This design comes from an exercise in tuning for small area on the open sky130 flow, not from production work. The RTL was checked by simulation tests, not by an equivalence proof against the original design. In every run shown here, the design's own scripts or RTL, not TritonCTS, make the clock network. The clock port is modelled as an ideal driver, which makes a skipped or thinned clock tree look cheaper than it is; a real chip needs a root buffer or a tree. Power figures rest on the tool's default switching activity, not on a simulated workload.

`flow/flow/run.sh`:
```
#!/bin/bash
# Own layout flow: the standard flow (standard.sh), with three changes:
#  - synthesis maps logic with an area-oriented ABC script (flow/area.abc);
#    every other synthesis step is the standard synthesis, unchanged;
#  - input/output ports are buffered with sky130_fd_sc_hd__buf_1;
#  - the clock tree is built by flow/pre_cts.tcl (a root buffer and a grid of
#    leaf buffers over the flip-flops) in place of TritonCTS.
set -euo pipefail
W=$(pwd)
# standard synthesis script with only the abc script swapped
sed "s#log_cmd abc {\*}\$abc_args#log_cmd abc -script $W/flow/area.abc {*}[lrange \$abc_args 2 end]#" \
  "$FLOW_HOME/scripts/synth.tcl" > "$W/synth_core.tcl"
grep -q "flow/area.abc" "$W/synth_core.tcl"
sed "s#\$::env(SCRIPTS_DIR)/synth.tcl#$W/synth_core.tcl#" "$W/synth_recipe.tcl" > "$W/own_synth.tcl"
grep -q "synth_core.tcl" "$W/own_synth.tcl"
CTS="-sink_clustering_enable -repair_clock_nets -dont_use_dummy_load"
CTS="$CTS -buf_list sky130_fd_sc_hd__clkbuf_8 -root_buf sky130_fd_sc_hd__clkbuf_8 -sink_clustering_size 30 -sink_clustering_max_diameter 80"
bash standard.sh "SYNTH_SCRIPT=$W/own_synth.tcl" \
  "BUFFER_PORTS_ARGS=-buffer_cell sky130_fd_sc_hd__buf_1" \
  "CTS_ARGS=$CTS" "PRE_CTS_TCL=$W/flow/pre_cts.tcl" finish > "$W/standard_sh.log" 2>&1
```
`flow/flow/pre_cts.tcl`:
```
# Manual clock tree, sourced by ORFS's CTS step before clock_tree_synthesis.
# The clock port drives one root clock buffer at the centre of the flip-flops;
# the root drives MCTS_NX x MCTS_NY leaf clock buffers, each at the centre of a
# group of flip-flops made by splitting the flip-flops into MCTS_NX equal
# columns by x, then each column into MCTS_NY equal groups by y.
# TritonCTS is then skipped; the rest of the CTS step (placement legalisation,
# timing repair) runs as usual.
set mcts_buf [expr {[info exists ::env(MCTS_BUF)] ? $::env(MCTS_BUF) : "sky130_fd_sc_hd__clkbuf_8"}]
set mcts_nx  [expr {[info exists ::env(MCTS_NX)] ? $::env(MCTS_NX) : 3}]
set mcts_ny  [expr {[info exists ::env(MCTS_NY)] ? $::env(MCTS_NY) : 3}]
set mcts_root [expr {[info exists ::env(MCTS_ROOT)] ? $::env(MCTS_ROOT) : "sky130_fd_sc_hd__clkbuf_16"}]
set db [ord::get_db]
set block [ord::get_db_block]
set clk_net [$block findNet sys_clk]
set master [$db findMaster $mcts_buf]
set sinks {}
foreach it [$clk_net getITerms] {
  set inst [$it getInst]
  set box [$inst getBBox]
  set x [expr {([$box xMin] + [$box xMax]) / 2}]
  set y [expr {([$box yMin] + [$box yMax]) / 2}]
  lappend sinks [list $it $x $y]
}
puts "manual CTS: [llength $sinks] sinks, $mcts_nx x $mcts_ny leaf buffers $mcts_buf"
proc mcts_split {items idx n} {
  set items [lsort -integer -index $idx $items]
  set len [llength $items]
  set parts {}
  for {set i 0} {$i < $n} {incr i} {
    set a [expr {$i * $len / $n}]
    set b [expr {($i + 1) * $len / $n - 1}]
    lappend parts [lrange $items $a $b]
  }
  return $parts
}
set groups {}
foreach col [mcts_split $sinks 1 $mcts_nx] {
  foreach g [mcts_split $col 2 $mcts_ny] { lappend groups $g }
}
set drv_net $clk_net
if {$mcts_root ne ""} {
  set rmaster [$db findMaster $mcts_root]
  set rinst [odb::dbInst_create $block $rmaster "clkbuf_root"]
  set drv_net [odb::dbNet_create $block "clknet_root"]
  $drv_net setSigType CLOCK
  [$rinst findITerm A] connect $clk_net
  [$rinst findITerm X] connect $drv_net
  set sx 0; set sy 0
  foreach s $sinks { set sx [expr {$sx + [lindex $s 1]}]; set sy [expr {$sy + [lindex $s 2]}] }
  set rx [expr {$sx / [llength $sinks]}]
  set ry [expr {$sy / [llength $sinks]}]
  $rinst setLocation [expr {$rx - [$rmaster getWidth] / 2}] [expr {$ry - [$rmaster getHeight] / 2}]
  $rinst setPlacementStatus PLACED
}
set k 0
foreach g $groups {
  set sx 0; set sy 0
  foreach s $g { set sx [expr {$sx + [lindex $s 1]}]; set sy [expr {$sy + [lindex $s 2]}] }
  set cx [expr {$sx / [llength $g]}]
  set cy [expr {$sy / [llength $g]}]
  set inst [odb::dbInst_create $block $master "clkbuf_leaf_$k"]
  set net [odb::dbNet_create $block "clknet_leaf_$k"]
  $net setSigType CLOCK
  [$inst findITerm A] connect $drv_net
  [$inst findITerm X] connect $net
  foreach s $g {
    set it [lindex $s 0]
    $it disconnect
    $it connect $net
  }
  $inst setLocation [expr {$cx - [$master getWidth] / 2}] [expr {$cy - [$master getHeight] / 2}]
  $inst setPlacementStatus PLACED
  puts "manual CTS: clkbuf_leaf_$k drives [llength $g] sinks at ($cx, $cy)"
  incr k
}
set_propagated_clock [all_clocks]
proc clock_tree_synthesis {args} { puts "manual CTS: TritonCTS skipped" }
```
`flow/config.mk`:
```
export PLATFORM = sky130hd
export DESIGN_NAME = top
export DESIGN_NICKNAME = top
export VERILOG_FILES = /design/flow/design.v
export SDC_FILE = /design/flow/constraint.sdc
export NUM_CORES = 4
export LEC_CHECK = 0
export CAP_MARGIN = 0
export CORE_MARGIN = 2
export CORE_UTILIZATION = 60
export SLEW_MARGIN = 0
```
`flow/constraint.sdc`:
```
create_clock -name core_clock -period 5.0 [get_ports {sys_clk}]
set_input_delay 1.0000 -clock core_clock [delete_from_list [all_inputs] [get_ports {sys_clk}]]
set_output_delay 1.0000 -clock core_clock [all_outputs]
set_load 0.01 [all_outputs]
```
`flow/standard.sh`:
```
#!/bin/bash
# synth_recipe.tcl (not shown) runs the flow's synth.tcl, then flattens the netlist and writes it again
# the make line also repeats each setting of config.mk as NAME=value (left out here)
make -C /OpenROAD-flow-scripts/flow DESIGN_CONFIG=/design/flow/config.mk WORK_HOME=/design/flow/orfs CLKGATE_MAP_FILE= SYNTH_SCRIPT=/design/flow/synth_recipe.tcl "${@:-finish}"
```
`flow/design.v`:
```
module top(
	input wire sys_clk,
	input wire sys_rst_n,
	input wire tim_psel,
	input wire tim_pwrite,
	input wire tim_penable,
	input wire [11:0]tim_paddr,
	input wire [31:0]tim_pwdata,
	input wire dbg_mode,
	input wire [3:0] tim_pstrb,
	output reg [31:0]tim_prdata,
	output wire tim_pready,
	output wire tim_pslverr,
	output wire tim_int
);
reg        ready;
reg        timer_en;
reg        div_en;
reg  [3:1] div_val_h;
reg        pre_en;
reg  [63:0] cnt;
reg  [63:0] ncmp;       
reg        int_en;
reg        int_st;
reg        halt_req;
reg  [7:0] pcnt;
wire base = (tim_paddr[11:5] == 7'd0) & (tim_paddr[1:0] == 2'd0);
wire [2:0] a = tim_paddr[4:2];
wire s_tcr   = base & (a == 3'd0);
wire s_tdr0  = base & (a == 3'd1);
wire s_tdr1  = base & (a == 3'd2);
wire s_tcmp0 = base & (a == 3'd3);
wire s_tcmp1 = base & (a == 3'd4);
wire s_tier  = base & (a == 3'd5);
wire s_tisr  = base & (a == 3'd6);
wire s_thcsr = base & (a == 3'd7);
wire [3:0] dv = tim_pwdata[11:8];
wire err = (tim_pstrb[1] & ((dv > 4'd8) | (timer_en & (dv != div_val)))) |
           (tim_pstrb[0] & timer_en & (tim_pwdata[1] != div_en));
assign tim_pslverr = tim_pwrite & s_tcr & err;
assign tim_pready  = ready;
wire wr = ready & tim_pwrite;
wire halt_ack = halt_req & dbg_mode;
always @(posedge sys_clk or negedge sys_rst_n)
	if (!sys_rst_n) ready <= 1'b0;
	else ready <= tim_psel & tim_penable & ~ready;
reg  div_val0_n;
wire [3:0] div_val = {div_val_h, ~div_val0_n};
wire tcr_ok = wr & s_tcr & ~err;
always @(posedge sys_clk or negedge sys_rst_n)
	if (!sys_rst_n) begin
		timer_en   <= 1'b0;
		div_en     <= 1'b0;
		div_val_h  <= 3'd0;
		div_val0_n <= 1'b0;
	end else if (tcr_ok) begin
		if (tim_pstrb[0]) begin
			timer_en <= tim_pwdata[0];
			div_en   <= tim_pwdata[1];
		end
		if (tim_pstrb[1]) begin
			div_val_h  <= dv[3:1];
			div_val0_n <= ~dv[0];
		end
	end
wire [8:0] lo1, hi0;
assign lo1[0] = 1'b1;
assign hi0[8] = 1'b1;
genvar k;
generate for (k = 0; k < 8; k = k + 1) begin : gm
	assign lo1[k+1] = lo1[k] & pcnt[k];
	assign hi0[k] = hi0[k+1] & ~pcnt[k];
end endgenerate
wire [8:0] mk = lo1 & hi0;
wire match = div_val[3] ? mk[8] : mk[div_val[2:0]];
wire cnt_en = timer_en & ~halt_ack & (~div_en | match);
wire pzero = ~halt_ack & (match | ~div_en | ~timer_en);
always @(posedge sys_clk or negedge sys_rst_n)
	if (!sys_rst_n) pcnt <= 8'd0;
	else if (pzero) pcnt <= 8'd0;
	else pcnt <= pcnt + {7'd0, ~halt_ack};
wire clr = pre_en & ~timer_en;
wire w0 = wr & s_tdr0;
wire w1 = wr & s_tdr1;
always @(posedge sys_clk or negedge sys_rst_n)
	if (!sys_rst_n) pre_en <= 1'b0;
	else pre_en <= timer_en;
localparam CB = 8;
localparam NB = 64 / CB;
wire [NB-1:0] ball;
genvar g;
generate for (g = 0; g < NB; g = g + 1) begin : gb
	assign ball[g] = &cnt[CB*g+CB-1:CB*g];
end endgenerate
wire [NB-1:0] bcin;
generate for (g = 0; g < NB; g = g + 1) begin : gcin
	if (g == 0) assign bcin[g] = cnt_en & ~w0;
	else if (g == NB/2) assign bcin[g] = cnt_en & ~w1 & (&ball[NB/2-1:0]);
	else assign bcin[g] = bcin[g-1] & ball[g-1];
end endgenerate
wire [63:0] tg;
generate for (g = 0; g < NB; g = g + 1) begin : gt
	wire [CB:0] c;
	assign c[0] = bcin[g];
	genvar i;
	for (i = 0; i < CB; i = i + 1) begin : gi
		assign c[i+1] = c[i] & cnt[CB*g+i];
		assign tg[CB*g+i] = c[i];
	end
end endgenerate
wire [7:0] bsel = {{4{w1}} & tim_pstrb, {4{w0}} & tim_pstrb};
wire [7:0] bkeep = ~bsel & {8{~clr}};
wire [63:0] nxt;
generate for (g = 0; g < 64; g = g + 1) begin : gn
	cnt_bit u (.q(cnt[g]), .t(tg[g]), .sel(bsel[g/8]), .keep(bkeep[g/8]),
	           .d(tim_pwdata[g%32]), .nx(nxt[g]));
end endgenerate
always @(posedge sys_clk or negedge sys_rst_n)
	if (!sys_rst_n) cnt <= 64'd0;
	else cnt <= nxt;
wire [7:0] csel = {{4{wr & s_tcmp1}} & tim_pstrb, {4{wr & s_tcmp0}} & tim_pstrb};
wire [63:0] ncmp_nx;
generate for (g = 0; g < 64; g = g + 1) begin : gc
	cmp_bit u (.n(ncmp[g]), .we(csel[g/8]), .d(tim_pwdata[g%32]), .nx(ncmp_nx[g]));
end endgenerate
always @(posedge sys_clk or negedge sys_rst_n)
	if (!sys_rst_n) ncmp <= 64'd0;
	else ncmp <= ncmp_nx;
wire eq = &(cnt ^ ncmp);
wire clr_int = wr & s_tisr & tim_pstrb[0] & tim_pwdata[0];
always @(posedge sys_clk or negedge sys_rst_n)
	if (!sys_rst_n) begin
		int_en   <= 1'b0;
		int_st   <= 1'b0;
		halt_req <= 1'b0;
	end else begin
		if (wr & s_tier & tim_pstrb[0]) int_en <= tim_pwdata[0];
		if (clr_int) int_st <= 1'b0;
		else if (eq) int_st <= 1'b1;
		if (wr & s_thcsr & tim_pstrb[0]) halt_req <= tim_pwdata[0];
	end
assign tim_int = int_en & int_st;
wire r0 = base & (a == 3'd0);
wire r1 = base & (a == 3'd1);
wire r2 = base & (a == 3'd2);
wire r3 = base & (a == 3'd3);
wire r4 = base & (a == 3'd4);
wire r5 = base & (a == 3'd5);
wire r6 = base & (a == 3'd6);
wire r7 = base & (a == 3'd7);
always @* begin
	tim_prdata = ({32{r1}} & cnt[31:0]) | ({32{r2}} & cnt[63:32]) |
	             ({32{r3}} & ~ncmp[31:0]) | ({32{r4}} & ~ncmp[63:32]);
	tim_prdata[11:8] = tim_prdata[11:8] | ({4{r0}} & div_val);
	tim_prdata[1] = tim_prdata[1] | (r0 & div_en) | (r7 & halt_ack);
	tim_prdata[0] = tim_prdata[0] | (r0 & timer_en) | (r5 & int_en) | (r6 & int_st) | (r7 & halt_req);
end
endmodule
module cnt_bit(input wire q, t, sel, keep, d, output wire nx);
assign nx = (sel & d) | (keep & (q ^ t));
endmodule
module cmp_bit(input wire n, we, d, output wire nx);
assign nx = we ? ~d : n;
endmodule
```
`flow/flow/area.abc`:
```
&get -n
&st
&dc2
&dch -f
&nf -R 1000
&put
strash
&get -n
&dch -f
&nf -R 1000
&put
```
==> results.sh, run 1 <==
export IMPL_wl_per_cell_um=23.6
export IMPL_io_buffers=88
export IMPL_clk_transition_reported_paths_ns=0.10
export IMPL_initial_core_util=0.614
export IMPL_cts_hold_buf=0
export IMPL_post_cts_setup_buffers=0
export IMPL_multi_input_area_sq_mm=0.00403
export IMPL_seq_area_sq_mm=0.00368
export IMPL_skew_ns=0.0216
export IMPL_areaGrowthSynthToFinish_pct=9.98
export IMPL_drt_vias_per_instance=6.77
export IMPL_grt_max_degree=67
export IMPL_drv_cap=0
export IMPL_crit_fanout=7
export IMPL_drv_slew=0
export IMPL_final_common_cell="dfrtp_1"
export IMPL_ir_drop_v=0.000215
export IMPL_pin_count=89
export IMPL_cp_cell_sequence="nand4_1, nor4_1, a21oi_1, a21oi_1, o21ai_0, o311ai_0, nand3_1, a211o_1, or3_1, nor3_1, and2_0, ha_1, ha_1, ha_1, ha_1, ha_1, ha_1, ha_1, a22o_1"
export IMPL_cp_required_ns=5.26
export IMPL_end_kind="register"
export IMPL_worst_pin_slew_ns=1.08
export IMPL_grt_first_pass_wirelength_um=38700
export IMPL_critPathBufInv=0
export IMPL_crit_top_cell="ha_1"
export IMPL_synth_avg_cell_area_sq_um=10.2
export IMPL_crit_type="register to register"
export IMPL_diodes=0
export IMPL_finalSetupTns_ns=0
export IMPL_max_slew_margin=0.276
export IMPL_die_w_um=117
export IMPL_route_detailed_drc=0
export IMPL_n_fill_cell=1065
export IMPL_finalInstanceArea_sq_mm=0.00849
export IMPL_synth_cell_types=36
export IMPL_synth_seq_cells=147
export IMPL_grt_usage=0.353
export IMPL_async_reset_ff_frac=1.00
export IMPL_critPathLaunchType="register"
export IMPL_chipHeight_um=117
export IMPL_slowest_stage="dfrtp_1"
export IMPL_antenna_left=0
export IMPL_num_rows=41
export IMPL_holdWs_ns=0.496
export IMPL_core_area_sq_mm=0.0126
export IMPL_dp_cells=1028
export IMPL_clock_insertion_delay_worst_skew_ns=0.38
export IMPL_reg2reg_from="pcnt[2]"
export IMPL_ys_seq_area_frac=0.476
export IMPL_slowest_delay_ns=0.49
export IMPL_syn_nets=871
export IMPL_yosys_warnings=1
export IMPL_arrival_ns=4.81
export IMPL_via_count=7025
export IMPL_fin_crit_ns=4.55
export IMPL_drt_iter0_drc=882
export IMPL_dpl_cell_area_sq_mm=0.00834
export IMPL_dieArea_sq_mm=0.0138
export IMPL_syn_area_sq_mm=0.00772
export IMPL_p_per_area_mw_per_mm2=215
export IMPL_nets=980
export IMPL_hp_start="ready"
export IMPL_antenna_found_initial=0
export IMPL_max_freq_mhz=220
export IMPL_status="no timing/DRC/antenna violations"
export IMPL_dp_hpwl_um=18100
export IMPL_grt_pass1_vias=6933
export IMPL_setup_violations=0
export IMPL_synth_edff_count=0
export IMPL_cp_top_family="simple AND/OR/NAND/NOR gates"
export IMPL_worstSetupStartpoint="pcnt[2]"
export IMPL_overflow=0
export IMPL_leakage_uw=0.00393
export IMPL_ctsResizeCount=0
export IMPL_rsz0062_at_grt="false"
export IMPL_final_hold_violation_count=0
export IMPL_drt_wl_total_um=24500
export IMPL_synth_ff_type="dfrtp_1"
export IMPL_fin_util=0.676
export IMPL_drt_pass1_iterations=5
export IMPL_final_cell_mix="dfrtp_1 (147), nor2_1 (98), buf_1 (87), nand2_1 (69), a21oi_1 (67)"
export IMPL_gp_congestion=0.951
export IMPL_drive_gt1_frac=0.0254
export IMPL_postSynthCellCount=759
export IMPL_ff2ff_setup_slack_ns=0.45
export IMPL_finalCritPeriodShare=0.911
export IMPL_hp_class="register to register"
export IMPL_stdcell_count=1038
routing by layer:
layer,GRT usage,vias up,wire [um]
met1,0.503,3468,10200
met2,0.572,333,11600
met5,0,-,0
met3,0.0413,62,1860
li1,-,3162,-
met4,0.109,0,846
report_power, final:
part | switching (uW) | internal, uW | total (uW) | leakage, uW
registers | 1.91 | 1190 | 1190 | 0.00205
logic | 54.7 | 15.7 | 70.5 | 0.00181
clock network | 365 | 201 | 565 | 0.0000770
total | 421 | 1410 | 1830 | 0.00393
worst paths after layout:
path / endpoint / cells past startpoint
setup / recovery: cnt[62] / 19
hold / removal: ready / 1
setup reg to reg: cnt[62] / 19
hold reg to reg: ready / 1
max in group asynchronous: ncmp[12] / 2
min in group asynchronous: ncmp[62] / 1
synthesized netlist by cell type, types with 2 or more instances:
cell	count	area, sq um
nor4_1	11	68.8
o211ai_1	15	113
and3_1	12	75.1
ha_1	58	726
o21ai_0	38	190
o2111ai_1	5	43.8
nor2_1	100	375
a41oi_1	2	17.5
nand2b_1	2	12.5
a211oi_1	2	15.0
or3_1	4	25.0
a22oi_1	22	165
a21oi_1	67	335
and2_0	5	31.3
nor3_1	9	45.0
clkinv_1	5	18.8
nand3_1	6	30.0
o22ai_1	10	62.6
nand4_1	22	138
nor2b_1	4	25.0
nand2_1	69	259
a22o_1	65	569
a221oi_1	13	114
a2111oi_0	5	43.8
mux2_1	6	67.6
o221ai_1	21	184
xnor2_1	12	105
dfrtp_1	147	3680
xor2_1	15	131
through the flow:
stage / setup slack [ns] / total power (uW)
after global placement: 0.764 / 1280
after floorplan: -0.0521 / 1220
after global routing: 0.162 / 1880
after detailed placement: 0.620 / 1290
final: 0.446 / 1830
after CTS: 0.483 / 1830
layout make-up:
cell class              instances  share of cell area
repair buffers                 97              0.0473
flip-flops and latches        147               0.433
well taps                     172              0.0253
multi-input cells             607               0.474
plain buffers                  10              0.0175
inverters                       5             0.00221
flip-flops by register name (all words and copies together) (netlist names):
signal / flops
div_val0_n: 1
div_val_h: 3
halt_req: 1
cnt: 64
pcnt: 8
div_en: 1
pre_en: 1
int_en: 1
timer_en: 1
ready: 1
ncmp: 64
int_st: 1
cells by family after synthesis:
family	Yosys count	share of synthesized area
compound gates	270	0.245
xor+xnor	27	0.0306
fa+ha+maj	58	0.0940
buf+inv	5	0.00243
flops	147	0.476
mux	6	0.00875
simple gates	246	0.142
worst reg2reg max path, delay by kind of cell, from the launching register on:
kind | cells | cell delay [ns]
flops | 1 | 0.49
simple gates | 6 | 1.76
fa+ha+maj | 7 | 1.11
compound gates | 6 | 1.06
==> inputs of run 2 (changes only) <==
--- a/flow/config.mk
+++ b/flow/config.mk
@@ -9,3 +9,3 @@
 export CORE_MARGIN = 2
-export CORE_UTILIZATION = 60
+export CORE_UTILIZATION = 70
 export SLEW_MARGIN = 0
==> results.sh, run 2 <==
export IMPL_status="no timing/DRC/antenna violations"
export IMPL_cts_hold_buf=0
export IMPL_final_common_cell="dfrtp_1"
export IMPL_drt_iter0_drc=975
export IMPL_initial_core_util=0.715
export IMPL_die_w_um=109
export IMPL_ctsResizeCount=0
export IMPL_post_cts_setup_buffers=0
export IMPL_clk_transition_reported_paths_ns=0.10
export IMPL_async_reset_ff_frac=1.00
export IMPL_p_per_area_mw_per_mm2=217
export IMPL_yosys_area_top_type_share=0.476
export IMPL_grt_usage=0.424
export IMPL_syn_area_sq_mm=0.00772
export IMPL_wl_met1_um=9380
export IMPL_cp_required_ns=5.27
export IMPL_finalCritPeriodShare=0.875
export IMPL_overflow=0
export IMPL_synth_seq_cells=147
export IMPL_top_regs="cnt x64, ncmp x64, pcnt x8"
export IMPL_setup_violations=0
export IMPL_chipHeight_um=109
export IMPL_synth_cell_types=36
export IMPL_leakage_uw=0.00394
export IMPL_drt_vias_per_instance=7.36
export IMPL_stdcell_count=1008
export IMPL_crit_type="register to register"
export IMPL_areaGrowthSynthToFinish_pct=9.59
export IMPL_max_slew_margin=0.289
export IMPL_hp_class="register to register"
export IMPL_pin_count=89
export IMPL_ff2ff_setup_slack_ns=0.62
export IMPL_synth_avg_cell_area_sq_um=10.2
export IMPL_syn_nets=871
export IMPL_dpl_cell_area_sq_mm=0.00831
export IMPL_antenna_left=0
export IMPL_drt_wl_total_um=24900
export IMPL_wl_per_cell_um=24.7
export IMPL_core_area_sq_mm=0.0108
export IMPL_num_rows=38
export IMPL_max_freq_mhz=228
export IMPL_antenna_found_initial=1
export IMPL_finalSetupTns_ns=0
export IMPL_yosys_warnings=1
export IMPL_drv_cap=0
export IMPL_ys_seq_area_frac=0.476
export IMPL_crit_fanout=5
export IMPL_fin_crit_ns=4.38
export IMPL_yosys_area_top_type="dfrtp_1"
export IMPL_io_buffers=88
export IMPL_grt_max_degree=64
export IMPL_postSynthCellCount=759
export IMPL_synth_ff_type="dfrtp_1"
export IMPL_rsz0062_at_grt="false"
export IMPL_synth_edff_count=0
export IMPL_wl_met3_um=2870
export IMPL_grt_first_pass_wirelength_um=38600
export IMPL_synthTopCellsByCount="dfrtp_1 (147), nor2_1 (100), nand2_1 (69)"
export IMPL_n_fill_cell=717
export IMPL_critPathLaunchType="register"
export IMPL_gp_congestion=0.968
export IMPL_drive_gt1_frac=0.0265
export IMPL_end_kind="register"
export IMPL_route_detailed_drc=0
export IMPL_pre_cts_slack_ns=0.580
export IMPL_drv_slew=0
export IMPL_worst_pin_slew_ns=1.06
export IMPL_finalInstanceArea_sq_mm=0.00846
export IMPL_skew_ns=0.0178
export IMPL_final_hold_violation_count=0
export IMPL_grt_pass1_vias=7141
export IMPL_dp_cells=997
export IMPL_dp_hpwl_um=18100
export IMPL_via_count=7420
export IMPL_nets=981
export IMPL_dieArea_sq_mm=0.0119
export IMPL_yosysMostFrequentCell="dfrtp_1"
export IMPL_drt_pass1_iterations=7
export IMPL_met2_length_um=11300
export IMPL_final_cell_mix="dfrtp_1 (147), nor2_1 (98), buf_1 (87), nand2_1 (69), a21oi_1 (67)"
export IMPL_arrival_ns=4.65
export IMPL_fin_ws_ns=0.623
export IMPL_ys_top_cells_by_area="dfrtp_1 (48%), ha_1 (9.4%), a22o_1 (7.4%), nor2_1 (4.9%), a21oi_1 (4.3%)"
export IMPL_clock_insertion_delay_worst_skew_ns=0.39
export IMPL_holdWs_ns=0.493
export IMPL_ir_drop_v=0.000249
export IMPL_top_layer="met4"
[run 2: cell types whose count changed in the layout (fill, tap and decap cells not counted)]
cell,before,now
buf_4,9,10
diode_2,0,1
[run 2: per-stage QoR]
step	power, uW	utilization
floorplan	1220	-
global placement	1280	0.770
detailed placement	1290	0.770
CTS	1830	0.784
global route	1890	0.784
finish	1840	0.784
[run 2: area by class of cell]
cell class	instances	area [sq um]	share of cell area
repair buffers	98	409	0.0484
multi-input cells	607	4030	0.476
inverters	5	18.8	0.00222
plain buffers	10	149	0.0176
diodes	1	2.50	0.000296
well taps	140	175	0.0207
flip-flops and latches	147	3680	0.435
[run 2: power by group]
part / internal [uW] / switching, uW / leakage, uW
combinational: 15.7 / 56.5 / 0.00181
clock: 201 / 374 / 0.0000770
sequential: 1190 / 1.86 / 0.00205
total: 1410 / 432 / 0.00394
[run 2: cells by family after synthesis]
group	synth area share
mux	0.00875
buf+inv	0.00243
flops	0.476
simple gates	0.142
compound gates	0.245
fa+ha+maj	0.0940
xor+xnor	0.0306
[run 2: worst max-delay path: stages (launching register included)]
cell and delay (ns):
dfrtp_1 0.45, or3_1 0.40, nor4_1 0.22, a21oi_1 0.08
a21oi_1 0.14, o21ai_0 0.08, o311ai_0 0.15, nand3_1 0.23
a211o_1 0.29, or3_1 0.44, nor3_1 0.30, and2_0 0.19
ha_1 0.15, ha_1 0.16, ha_1 0.14, ha_1 0.14
ha_1 0.14, ha_1 0.14, ha_1 0.16, xor2_1 0.07
a22o_1 0.20
[run 2: routing by layer]
layer  GRT usage  up-vias
met1       0.573     3560
met4       0.185        0
met5           0        -
li1            -     3165
met3      0.0801      120
met2       0.670      575
[run 2: path summary, 6_finish.rpt]
path / startpoint / end / cells after the start
worst min-delay path: ready / ready / 1
worst min register to register: ready / ready / 1
worst max register to register: pcnt[6] / cnt[63] / 20
max in group asynchronous: sys_rst_n / ncmp[14] / 2
worst max-delay path: pcnt[6] / cnt[63] / 20
min in group asynchronous: sys_rst_n / ncmp[31] / 1
==> inputs of run 3 (changes only) <==
--- a/flow/design.v
+++ b/flow/design.v
@@ -19,2 +19,3 @@
 reg  [3:1] div_val_h;
+reg        div_val0_n;   
 reg        pre_en;
@@ -26,2 +27,3 @@
 reg  [7:0] pcnt;
+wire [3:0] div_val = {div_val_h, ~div_val0_n};
 wire base = (tim_paddr[11:5] == 7'd0) & (tim_paddr[1:0] == 2'd0);
@@ -46,4 +48,2 @@
 	else ready <= tim_psel & tim_penable & ~ready;
-reg  div_val0_n;
-wire [3:0] div_val = {div_val_h, ~div_val0_n};
 wire tcr_ok = wr & s_tcr & ~err;
@@ -142,16 +142,9 @@
 assign tim_int = int_en & int_st;
-wire r0 = base & (a == 3'd0);
-wire r1 = base & (a == 3'd1);
-wire r2 = base & (a == 3'd2);
-wire r3 = base & (a == 3'd3);
-wire r4 = base & (a == 3'd4);
-wire r5 = base & (a == 3'd5);
-wire r6 = base & (a == 3'd6);
-wire r7 = base & (a == 3'd7);
 always @* begin
-	tim_prdata = ({32{r1}} & cnt[31:0]) | ({32{r2}} & cnt[63:32]) |
-	             ({32{r3}} & ~ncmp[31:0]) | ({32{r4}} & ~ncmp[63:32]);
-	tim_prdata[11:8] = tim_prdata[11:8] | ({4{r0}} & div_val);
-	tim_prdata[1] = tim_prdata[1] | (r0 & div_en) | (r7 & halt_ack);
-	tim_prdata[0] = tim_prdata[0] | (r0 & timer_en) | (r5 & int_en) | (r6 & int_st) | (r7 & halt_req);
+	tim_prdata = ({32{s_tdr0}} & cnt[31:0]) | ({32{s_tdr1}} & cnt[63:32]) |
+	             ({32{s_tcmp0}} & ~ncmp[31:0]) | ({32{s_tcmp1}} & ~ncmp[63:32]);
+	tim_prdata[11:8] = tim_prdata[11:8] | ({4{s_tcr}} & div_val);
+	tim_prdata[1] = tim_prdata[1] | (s_tcr & div_en) | (s_thcsr & halt_ack);
+	tim_prdata[0] = tim_prdata[0] | (s_tcr & timer_en) | (s_tier & int_en) |
+	                (s_tisr & int_st) | (s_thcsr & halt_req);
 end
--- a/flow/flow/pre_cts.tcl
+++ b/flow/flow/pre_cts.tcl
@@ -7,6 +7,6 @@
 # timing repair) runs as usual.
-set mcts_buf [expr {[info exists ::env(MCTS_BUF)] ? $::env(MCTS_BUF) : "sky130_fd_sc_hd__clkbuf_8"}]
+set mcts_buf [expr {[info exists ::env(MCTS_BUF)] ? $::env(MCTS_BUF) : "sky130_fd_sc_hd__clkbuf_16"}]
 set mcts_nx  [expr {[info exists ::env(MCTS_NX)] ? $::env(MCTS_NX) : 3}]
-set mcts_ny  [expr {[info exists ::env(MCTS_NY)] ? $::env(MCTS_NY) : 3}]
-set mcts_root [expr {[info exists ::env(MCTS_ROOT)] ? $::env(MCTS_ROOT) : "sky130_fd_sc_hd__clkbuf_16"}]
+set mcts_ny  [expr {[info exists ::env(MCTS_NY)] ? $::env(MCTS_NY) : 2}]
+set mcts_root [expr {[info exists ::env(MCTS_ROOT)] ? $::env(MCTS_ROOT) : "sky130_fd_sc_hd__clkbuf_8"}]
 set db [ord::get_db]
--- a/flow/config.mk
+++ b/flow/config.mk
@@ -9,3 +9,3 @@
 export CORE_MARGIN = 2
-export CORE_UTILIZATION = 70
+export CORE_UTILIZATION = 60
 export SLEW_MARGIN = 0
==> results.sh, run 3 <==
export IMPL_status="no timing/DRC/antenna violations"
export IMPL_drt_vias_per_instance=6.87
export IMPL_p_per_area_mw_per_mm2=218
export IMPL_finalSetupTns_ns=0
export IMPL_arrival_ns=4.67
export IMPL_drt_pass1_iterations=6
export IMPL_max_freq_mhz=229
export IMPL_nets=977
export IMPL_gp_congestion=1.00
export IMPL_core_area_sq_mm=0.0126
export IMPL_num_rows=41
export IMPL_drt_wl_total_um=24000
export IMPL_overflow=0
export IMPL_drt_iter0_drc=1065
export IMPL_via_count=7112
export IMPL_synth_edff_count=0
export IMPL_yosysMostFrequentCell="dfrtp_1"
export IMPL_final_common_cell="dfrtp_1"
export IMPL_leakage_uw=0.00394
export IMPL_crit_type="register to register"
export IMPL_synth_seq_cells=147
export IMPL_route_detailed_drc=0
export IMPL_grt_usage=0.345
export IMPL_clock_insertion_delay_worst_skew_ns=0.42
export IMPL_final_hold_violation_count=0
export IMPL_drive_gt1_frac=0.0220
export IMPL_yosys_area_top_type_share=0.476
export IMPL_cts_hold_buf=0
export IMPL_synth_ff_type="dfrtp_1"
export IMPL_r2r_end="cnt[62]"
export IMPL_ff2ff_setup_slack_ns=0.64
export IMPL_dp_hpwl_um=17500
export IMPL_yosys_warnings=1
export IMPL_cp_required_ns=5.31
export IMPL_rsz0062_at_grt="false"
export IMPL_stdcell_count=1035
export IMPL_die_w_um=117
export IMPL_hp_class="register to register"
export IMPL_drv_cap=0
export IMPL_drv_slew=0
export IMPL_final_cell_mix="dfrtp_1 (147), nor2_1 (98), buf_1 (87), nand2_1 (69), a21oi_1 (67)"
export IMPL_grt_first_pass_wirelength_um=38400
export IMPL_reg2reg_from="pcnt[6]"
export IMPL_reg2reg_depth=19
export IMPL_grt_pass1_vias=6783
export IMPL_async_reset_ff_frac=1.00
export IMPL_initial_core_util=0.614
export IMPL_antenna_left=0
export IMPL_postSynthCellCount=759
export IMPL_fin_util=0.678
export IMPL_synthTopCellsByCount="dfrtp_1 (147), nor2_1 (100), nand2_1 (69)"
export IMPL_dp_cells=1028
export IMPL_dieArea_sq_mm=0.0138
export IMPL_n_fill_cell=1040
export IMPL_syn_nets=871
export IMPL_max_slew_margin=0.331
export IMPL_ys_seq_area_frac=0.476
export IMPL_io_buffers=88
export IMPL_whs_path_depth=1
export IMPL_yosys_area_top_type="dfrtp_1"
export IMPL_p_total_uw=1860
export IMPL_critPathLaunchType="register"
export IMPL_synth_avg_cell_area_sq_um=10.2
export IMPL_top_regs="cnt x64, ncmp x64, pcnt x8"
export IMPL_crit_fanout=5
export IMPL_wl_per_cell_um=23.2
export IMPL_syn_area_sq_mm=0.00772
export IMPL_grt_max_degree=148
export IMPL_clk_transition_reported_paths_ns=0.10
export IMPL_setup_violations=0
export IMPL_antenna_found_initial=0
export IMPL_chipHeight_um=117
export IMPL_hp_start="ready"
export IMPL_worst_pin_slew_ns=0.996
export IMPL_pin_count=89
export IMPL_ys_top_cells_by_area="dfrtp_1 (48%), ha_1 (9.4%), a22o_1 (7.4%), nor2_1 (4.9%), a21oi_1 (4.3%)"
export IMPL_areaGrowthSynthToFinish_pct=10.3
export IMPL_ir_drop_v=0.000264
export IMPL_end_kind="register"
export IMPL_diodes=0
export IMPL_post_cts_setup_buffers=0
export IMPL_synth_cell_types=36
export IMPL_whs_endpoint="ready"
export IMPL_finalCritPeriodShare=0.872
export IMPL_fin_crit_ns=4.36
export IMPL_ctsResizeCount=0
export IMPL_skew_ns=0.0127
[run 3: cell count changes in the layout (fill, tap and decap cells not counted)]
cell / delta
buf_12: +1
buf_4: -2
clkbuf_16: +5
clkbuf_8: -8
diode_2: -1
[run 3: metrics by stage]
step	setup slack, ns	hold WS (ns)	instance area, sq um
after floorplan	-0.0521	0.454	7720
after global placement	0.765	0.451	8350
after detailed placement	0.613	0.476	8350
after CTS	0.666	0.489	8520
after global routing	0.417	0.504	8520
final	0.638	0.481	8520
[run 3: cell type report]
type,count,area (sq um),area share
Inverter,5,18.8,0.00220
Timing Repair Buffer,97,414,0.0486
Multi-Input combinational cell,607,4030,0.473
Tap cell,172,215,0.0253
Sequential cell,147,3680,0.432
Buffer,7,164,0.0192
[run 3: kinds of logic after synthesis]
logic type / synth area share
adder cells (fa/ha/maj): 0.0940
buffers and inverters: 0.00243
flip-flops: 0.476
XOR/XNOR: 0.0306
AO/OA/AOI/OAI: 0.245
multiplexers: 0.00875
AND/OR/NAND/NOR: 0.142
[run 3: worst max-delay path: stages (launching register included)]
cell and delay, ns:
dfrtp_1 0.45, or3_1 0.39, nor4_1 0.19, a21oi_1 0.07, a21oi_1 0.14, o21ai_0 0.09
o311ai_0 0.14, nand3_1 0.21, a211o_1 0.29, or3_1 0.44, nor3_1 0.32, and2_0 0.19
ha_1 0.15, ha_1 0.14, ha_1 0.15, ha_1 0.16, ha_1 0.15, ha_1 0.15
ha_1 0.23, a22o_1 0.19
[run 3: how the worst max path moves through the flow]
stage	endpoint	start	cells past startpoint	slack [ns]
2_1_floorplan	cnt[63]	tim_paddr[8]	17	-0.05
3_3_place_gp	cnt[63]	tim_paddr[8]	18	0.76
3_5_place_dp	cnt[63]	tim_paddr[8]	18	0.61
4_1_cts	cnt[62]	pcnt[6]	19	0.67
5_1_grt	cnt[62]	pcnt[6]	19	0.42
6_report	cnt[62]	pcnt[6]	19	0.64
[run 3: report_power, final]
| group | switching, uW | internal [uW] | total [uW] |
|---|---|---|---|
| registers | 1.79 | 1190 | 1190 |
| logic | 55.2 | 16.4 | 71.6 |
| clock network | 361 | 234 | 595 |
[run 3: layer usage]
metal | global-route usage | part of all wire | up-vias
li1 | - | - | 3148
met1 | 0.501 | 0.41 | 3444
met2 | 0.556 | 0.47 | 457
met3 | 0.0452 | 0.094 | 63
met4 | 0.0813 | 0.030 | 0
met5 | 0 | 0 | -
==> inputs of run 4 (changes only) <==
==> flow/flow/area.abc (replaced) <==
&get -n
&st
&dc2
&dch -f
&nf -R 1000
&put
strash
&get -n
&dch -f
&nf -R 1000
&put
strash
&get -n
&dch -f
&nf -R 1000
&put
strash
&get -n
&dch -f
&nf -R 1000
&put
==> results.sh, run 4 <==
export IMPL_status="no timing/DRC/antenna violations"
export IMPL_syn_nets=857
export IMPL_hp_class="register to register"
export IMPL_drv_slew=0
export IMPL_synth_cell_types=40
export IMPL_dp_hpwl_um=18200
export IMPL_ys_seq_area_frac=0.478
export IMPL_drt_vias_per_instance=7.02
export IMPL_drive_gt1_frac=0.0224
export IMPL_leakage_uw=0.00396
export IMPL_cts_hold_buf=0
export IMPL_dieArea_sq_mm=0.0138
export IMPL_finalInstanceArea_sq_mm=0.00850
export IMPL_max_slew_margin=0.244
export IMPL_synth_edff_count=0
export IMPL_ys_top_cells_by_area="dfrtp_1 (48%), ha_1 (9.4%), a22o_1 (7.3%), nor2_1 (6.3%), a21oi_1 (5.4%)"
export IMPL_crit_fanout=23
export IMPL_post_cts_setup_buffers=0
export IMPL_reg2reg_depth=20
export IMPL_fin_util=0.676
export IMPL_pre_cts_slack_ns=0.643
export IMPL_synthXorXnorAreaFrac=0.0353
export IMPL_drv_cap=0
export IMPL_yosys_area_top_type_share=0.478
export IMPL_finalSetupTns_ns=0
export IMPL_nets=963
export IMPL_dpl_cell_area_sq_mm=0.00834
export IMPL_postSynthCellCount=745
export IMPL_synth_area_mux_share=0.0102
export IMPL_synth_top_family_by_area="compound AO/OA/AOI/OAI gates"
export IMPL_final_cell_mix="dfrtp_1 (147), nor2_1 (127), buf_1 (87), a21oi_1 (83), a22o_1 (64)"
export IMPL_clkPwrFrac=0.323
export IMPL_grt_pass1_vias=6737
export IMPL_ctsResizeCount=0
export IMPL_rsz0062_at_grt="false"
export IMPL_power_switching_uw=426
export IMPL_critPathLaunchType="primary input"
export IMPL_whs_path_depth=1
export IMPL_crit_top_cell="buf_1"
export IMPL_yosysMostFrequentCell="dfrtp_1"
export IMPL_slowest_stage="or3_1"
export IMPL_die_w_um=117
export IMPL_io_buffers=88
export IMPL_synth_compound_area_frac=0.249
export IMPL_synthTopCellsByCount="dfrtp_1 (147), nor2_1 (129), a21oi_1 (83)"
export IMPL_skew_ns=0.0167
export IMPL_pin_count=89
export IMPL_clock_insertion_delay_worst_skew_ns=0.42
export IMPL_cp_cell_sequence="buf_1, nor4_1, nand3_1, or3_1, buf_4, nor2_1, a21oi_1, o211ai_1, buf_1"
export IMPL_async_reset_ff_frac=1.00
export IMPL_antenna_left=0
export IMPL_diodes=0
export IMPL_p_total_uw=1870
export IMPL_drt_wl_total_um=24500
export IMPL_max_freq_mhz=227
export IMPL_grt_usage=0.361
export IMPL_cp_required_ns=4.00
export IMPL_drt_pass1_iterations=7
export IMPL_arrival_ns=3.40
export IMPL_worst_pin_slew_ns=1.13
export IMPL_route_detailed_drc=0
export IMPL_fin_ws_ns=0.602
export IMPL_crit_type="primary input to primary output"
export IMPL_synth_avg_cell_area_sq_um=10.3
export IMPL_via_count=7172
export IMPL_crit_cells=9
export IMPL_multi_input_area_sq_mm=0.00402
export IMPL_finalCritPeriodShare=0.880
export IMPL_yosys_area_top_type="dfrtp_1"
export IMPL_chipHeight_um=117
export IMPL_num_rows=41
export IMPL_syn_area_sq_mm=0.00770
export IMPL_n_fill_cell=1053
export IMPL_final_hold_violation_count=0
export IMPL_grt_first_pass_wirelength_um=38100
export IMPL_fin_crit_ns=4.40
export IMPL_gp_congestion=1.01
export IMPL_slowest_delay_ns=0.83
export IMPL_yosys_area_share_adder=0.0942
export IMPL_final_common_cell="dfrtp_1"
export IMPL_initial_core_util=0.613
export IMPL_yosys_warnings=1
export IMPL_antenna_found_initial=0
export IMPL_overflow=0
export IMPL_switching_share=0.228
export IMPL_cp_top_family="simple AND/OR/NAND/NOR gates"
export IMPL_wl_per_cell_um=24.0
export IMPL_top_regs="cnt x64, ncmp x64, pcnt x8"
export IMPL_clk_transition_reported_paths_ns=0.10
export IMPL_grt_max_degree=93
export IMPL_combPwrFrac=0.038
export IMPL_areaGrowthSynthToFinish_pct=10.4
export IMPL_synth_ff_type="dfrtp_1"
export IMPL_p_per_area_mw_per_mm2=220
export IMPL_critPathBufInv=3
export IMPL_synth_seq_cells=147
export IMPL_ir_drop_v=0.000244
export IMPL_power_internal_uw=1440
export IMPL_drt_iter0_drc=876
export IMPL_yosys_area_share_simple=0.133
export IMPL_power_frac_seq=0.639
export IMPL_seq_area_sq_mm=0.00368
export IMPL_setup_violations=0
export IMPL_core_area_sq_mm=0.0126
export IMPL_end_kind="primary output"
run 4: power groups by stage:
stage	Sequential (uW)	Clock [uW]	Combinational, uW
final	1190	603	71.7
after global routing	1190	646	79.5
after CTS	1190	612	72.2
after detailed placement	1210	0	71.7
after global placement	1210	0	69.9
after floorplan	1210	0	9.06
run 4: final cells by class:
cell class              count  share of cell area
flip-flops and latches    147               0.433
multi-input cells         595               0.473
repair buffers             97              0.0487
plain buffers               7              0.0193
well taps                 172              0.0253
inverters                   3             0.00132
run 4: layer usage:
layer,routed length (um),up-vias,GRT usage
met5,0,-,0
met4,985,0,0.115
met3,2430,72,0.0484
met2,11100,476,0.567
met1,10000,3506,0.523
li1,-,3118,-
run 4: per-stage QoR:
step | std cells | hold slack, ns
4_1_cts | 1021 | 0.480
6_report | 1021 | 0.480
5_1_grt | 1021 | 0.511
2_1_floorplan | 745 | 0.474
3_3_place_gp | 1014 | 0.446
3_5_place_dp | 1014 | 0.465
run 4: cell families after synthesis:
kind of cell | Yosys count
DFF | 147
xor gates and xnor gates | 31
buffers and inverters | 3
AOI/OAI and AO/OA | 267
and+or+nand+nor | 232
adders and majority gates | 58
muxes | 7
run 4: worst paths after layout:
| check | startpoint | end | slack (ns) |
|---|---|---|---|
| max in group asynchronous | sys_rst_n | cnt[21] | 3.36 |
| max reg2reg | div_val0_n | cnt[62] | 0.85 |
| min reg2reg | ready | ready | 0.48 |
| min in group asynchronous | sys_rst_n | ncmp[22] | 0.67 |
| max | tim_paddr[8] | tim_prdata[28] | 0.60 |
| min | ready | ready | 0.48 |
==> inputs of run 5 (changes only) <==
--- a/flow/flow/run.sh
+++ b/flow/flow/run.sh
@@ -7,2 +7,4 @@
 #    leaf buffers over the flip-flops) in place of TritonCTS.
+# Every tool's output stays in ORFS's per-step logs (orfs/logs/...); make's
+# own output goes to standard_sh.log.
 set -euo pipefail
@@ -15,6 +17,4 @@
 grep -q "synth_core.tcl" "$W/own_synth.tcl"
-CTS="-sink_clustering_enable -repair_clock_nets -dont_use_dummy_load"
-CTS="$CTS -buf_list sky130_fd_sc_hd__clkbuf_8 -root_buf sky130_fd_sc_hd__clkbuf_8 -sink_clustering_size 30 -sink_clustering_max_diameter 80"
 bash standard.sh "SYNTH_SCRIPT=$W/own_synth.tcl" \
   "BUFFER_PORTS_ARGS=-buffer_cell sky130_fd_sc_hd__buf_1" \
-  "CTS_ARGS=$CTS" "PRE_CTS_TCL=$W/flow/pre_cts.tcl" finish > "$W/standard_sh.log" 2>&1
+  "PRE_CTS_TCL=$W/flow/pre_cts.tcl" finish > "$W/standard_sh.log" 2>&1
==> results.sh, run 5 <==
export IMPL_rsz0062_at_grt="false"
export IMPL_skew_ns=0.0167
export IMPL_crit_type="primary input to primary output"
export IMPL_reg2reg_from="div_val0_n"
export IMPL_final_cell_mix="dfrtp_1 (147), nor2_1 (127), buf_1 (87), a21oi_1 (83), a22o_1 (64)"
export IMPL_p_total_uw=1870
export IMPL_dieArea_sq_mm=0.0138
export IMPL_setup_violations=0
export IMPL_synth_cell_types=40
export IMPL_ys_seq_area_frac=0.478
export IMPL_fin_ws_ns=0.602
export IMPL_synth_avg_cell_area_sq_um=10.3
export IMPL_cp_required_ns=4.00
export IMPL_postSynthCellCount=745
export IMPL_drt_wl_total_um=24500
export IMPL_drv_cap=0
export IMPL_p_per_area_mw_per_mm2=220
export IMPL_syn_nets=857
export IMPL_endpoint="tim_prdata[28]"
export IMPL_leakage_uw=0.00396
export IMPL_clock_insertion_delay_worst_skew_ns=0.42
export IMPL_gp_congestion=1.01
export IMPL_drt_vias_per_instance=7.02
export IMPL_critPathLaunchType="primary input"
export IMPL_chipHeight_um=117
export IMPL_syn_area_sq_mm=0.00770
export IMPL_synth_seq_cells=147
export IMPL_power_internal_uw=1440
export IMPL_finalCritPeriodShare=0.880
export IMPL_top_regs="cnt x64, ncmp x64, pcnt x8"
export IMPL_end_kind="primary output"
export IMPL_via_count=7172
export IMPL_ff2ff_setup_slack_ns=0.85
export IMPL_stdcell_count=1021
export IMPL_cts_hold_buf=0
export IMPL_grt_max_degree=93
export IMPL_combPwrFrac=0.038
export IMPL_fin_crit_ns=4.40
export IMPL_r2r_end="cnt[62]"
export IMPL_worst_pin_slew_ns=1.13
export IMPL_holdWs_ns=0.480
export IMPL_pre_cts_slack_ns=0.643
export IMPL_pin_count=89
export IMPL_post_cts_setup_buffers=0
export IMPL_io_buffers=88
export IMPL_dp_cells=1014
export IMPL_grt_usage=0.361
export IMPL_yosys_warnings=1
export IMPL_grt_first_pass_wirelength_um=38100
export IMPL_arrival_ns=3.40
export IMPL_synth_edff_count=0
export IMPL_grt_pass1_vias=6737
export IMPL_route_detailed_drc=0
export IMPL_antenna_left=0
export IMPL_areaGrowthSynthToFinish_pct=10.4
export IMPL_power_switching_uw=426
export IMPL_yosys_area_top_type="dfrtp_1"
export IMPL_dp_hpwl_um=18200
export IMPL_crit_fanout=23
export IMPL_nets=963
export IMPL_drive_gt1_frac=0.0224
export IMPL_worstSetupStartpoint="tim_paddr[8]"
export IMPL_diodes=0
export IMPL_die_w_um=117
export IMPL_reg2reg_depth=20
export IMPL_status="no timing/DRC/antenna violations"
export IMPL_synthTopCellsByCount="dfrtp_1 (147), nor2_1 (129), a21oi_1 (83)"
export IMPL_overflow=0
export IMPL_max_slew_margin=0.244
export IMPL_ctsResizeCount=0
export IMPL_ys_top_cells_by_area="dfrtp_1 (48%), ha_1 (9.4%), a22o_1 (7.3%), nor2_1 (6.3%), a21oi_1 (5.4%)"
export IMPL_final_hold_violation_count=0
export IMPL_initial_core_util=0.613
export IMPL_async_reset_ff_frac=1.00
export IMPL_yosysMostFrequentCell="dfrtp_1"
export IMPL_drv_slew=0
export IMPL_clkPwrFrac=0.323
export IMPL_yosys_area_top_type_share=0.478
export IMPL_final_common_cell="dfrtp_1"
export IMPL_num_rows=41
export IMPL_ir_drop_v=0.000244
export IMPL_hp_class="register to register"
export IMPL_drt_iter0_drc=876
export IMPL_max_freq_mhz=227
export IMPL_finalSetupTns_ns=0
export IMPL_switching_share=0.228
export IMPL_antenna_found_initial=0
export IMPL_drt_pass1_iterations=7
export IMPL_synth_ff_type="dfrtp_1"
export IMPL_clk_transition_reported_paths_ns=0.10
export IMPL_power_frac_seq=0.639
export IMPL_core_area_sq_mm=0.0126
export IMPL_wl_per_cell_um=24.0
==> run 5: cell counts after synthesis <==
Identical to the previous run, type by type.
==> run 5: layout make-up <==
| class | instances | area (sq um) |
|---|---|---|
| multi-input combinational | 595 | 4020 |
| tap | 172 | 215 |
| sequential | 147 | 3680 |
| buffer | 7 | 164 |
| inverter | 3 | 11.3 |
| fill | 1053 | 4070 |
| timing repair buffer | 97 | 414 |
==> run 5: worst min path at each step <==
stage / startpoint / endpoint / cells past startpoint
after global routing: ready / ready / 1
after floorplan: timer_en / pre_en / 0
final: ready / ready / 1
after detailed placement: ready / ready / 1
after CTS: ready / ready / 1
after global placement: ready / ready / 1
==> run 5: logic make-up after synthesis <==
group,count (synthesis),synth area share
AO/OA/AOI/OAI,267,0.249
AND/OR/NAND/NOR,232,0.133
flip-flops,147,0.478
adder cells (fa/ha/maj),58,0.0942
XOR/XNOR,31,0.0353
multiplexers,7,0.0102
buffers and inverters,3,0.00146
==> run 5: per-layer routing <==
layer	share of wire	routed length, um	vias to the layer above	track usage
met5	0	0	-	0
met2	0.45	11100	476	0.567
li1	-	-	3118	-
met4	0.040	985	0	0.115
met1	0.41	10000	3506	0.523
met3	0.099	2430	72	0.0484
==> run 5: metrics by stage <==
step / utilization / area, sq um
after CTS: 0.676 / 8500
after global placement: 0.663 / 8340
after global routing: 0.676 / 8500
after detailed placement: 0.663 / 8340
final: 0.676 / 8500
after floorplan: - / 7710
==> run 5: power groups by stage <==
| stage | clock network (uW) | logic, uW | registers, uW |
|---|---|---|---|
| after floorplan | 0 | 9.06 | 1210 |
| after global placement | 0 | 69.9 | 1210 |
| after detailed placement | 0 | 71.7 | 1210 |
| after CTS | 612 | 72.2 | 1190 |
| after global routing | 646 | 79.5 | 1190 |
| final | 603 | 71.7 | 1190 |
==> run 5: worst max-delay path: stages <==
cell	delay, ns
buf_1	0.07
nor4_1	0.43
nand3_1	0.23
or3_1	0.83
buf_4	0.40
nor2_1	0.10
a21oi_1	0.05
o211ai_1	0.12
buf_1	0.17

re-timing with driven ports:
Ports are ideal in the flow. The routed layouts listed here were re-timed in OpenROAD. Step 1 (the two cells are an assumption about what drives the block):
set clk [get_ports {sys_clk}]
set_driving_cell -lib_cell sky130_fd_sc_hd__clkbuf_16 $clk
set_driving_cell -lib_cell sky130_fd_sc_hd__buf_2 [delete_from_list [all_inputs] $clk]
Step 2, shift: input delay + t, output delay - t, t = (earliest + latest rising clock arrival at the registers) / 2. This alone moves slack from input paths to output paths. Three values: ideal ports, drivers, drivers and shift; two values: the first two.
| run | shift t [ns] | slack for setup (ns) | clock arrival spread, ns | slew at the worst register clock pin (ns) |
|---|---|---|---|---|
| run 1 | 0.409 | 0.446 / 0.446 / 0.446 | 0.021 / 0.021 | 0.12 / 0.12 |
| run 2 | 0.423 | 0.623 / 0.623 / 0.523 | 0.019 / 0.019 | 0.11 / 0.11 |
| run 3 | 0.452 | 0.638 / 0.638 / 0.554 | 0.013 / 0.013 | 0.10 / 0.10 |
| run 4 | 0.451 | 0.602 / 0.577 / 0.577 | 0.017 / 0.016 | 0.11 / 0.11 |
| run 5 | 0.451 | 0.602 / 0.577 / 0.577 | 0.017 / 0.016 | 0.11 / 0.11 |
After both steps setup and hold are still met in every run listed. The setup slack of run 2, which loses most, moves by 0.000 ns with the drivers and by -0.100 ns with both steps.
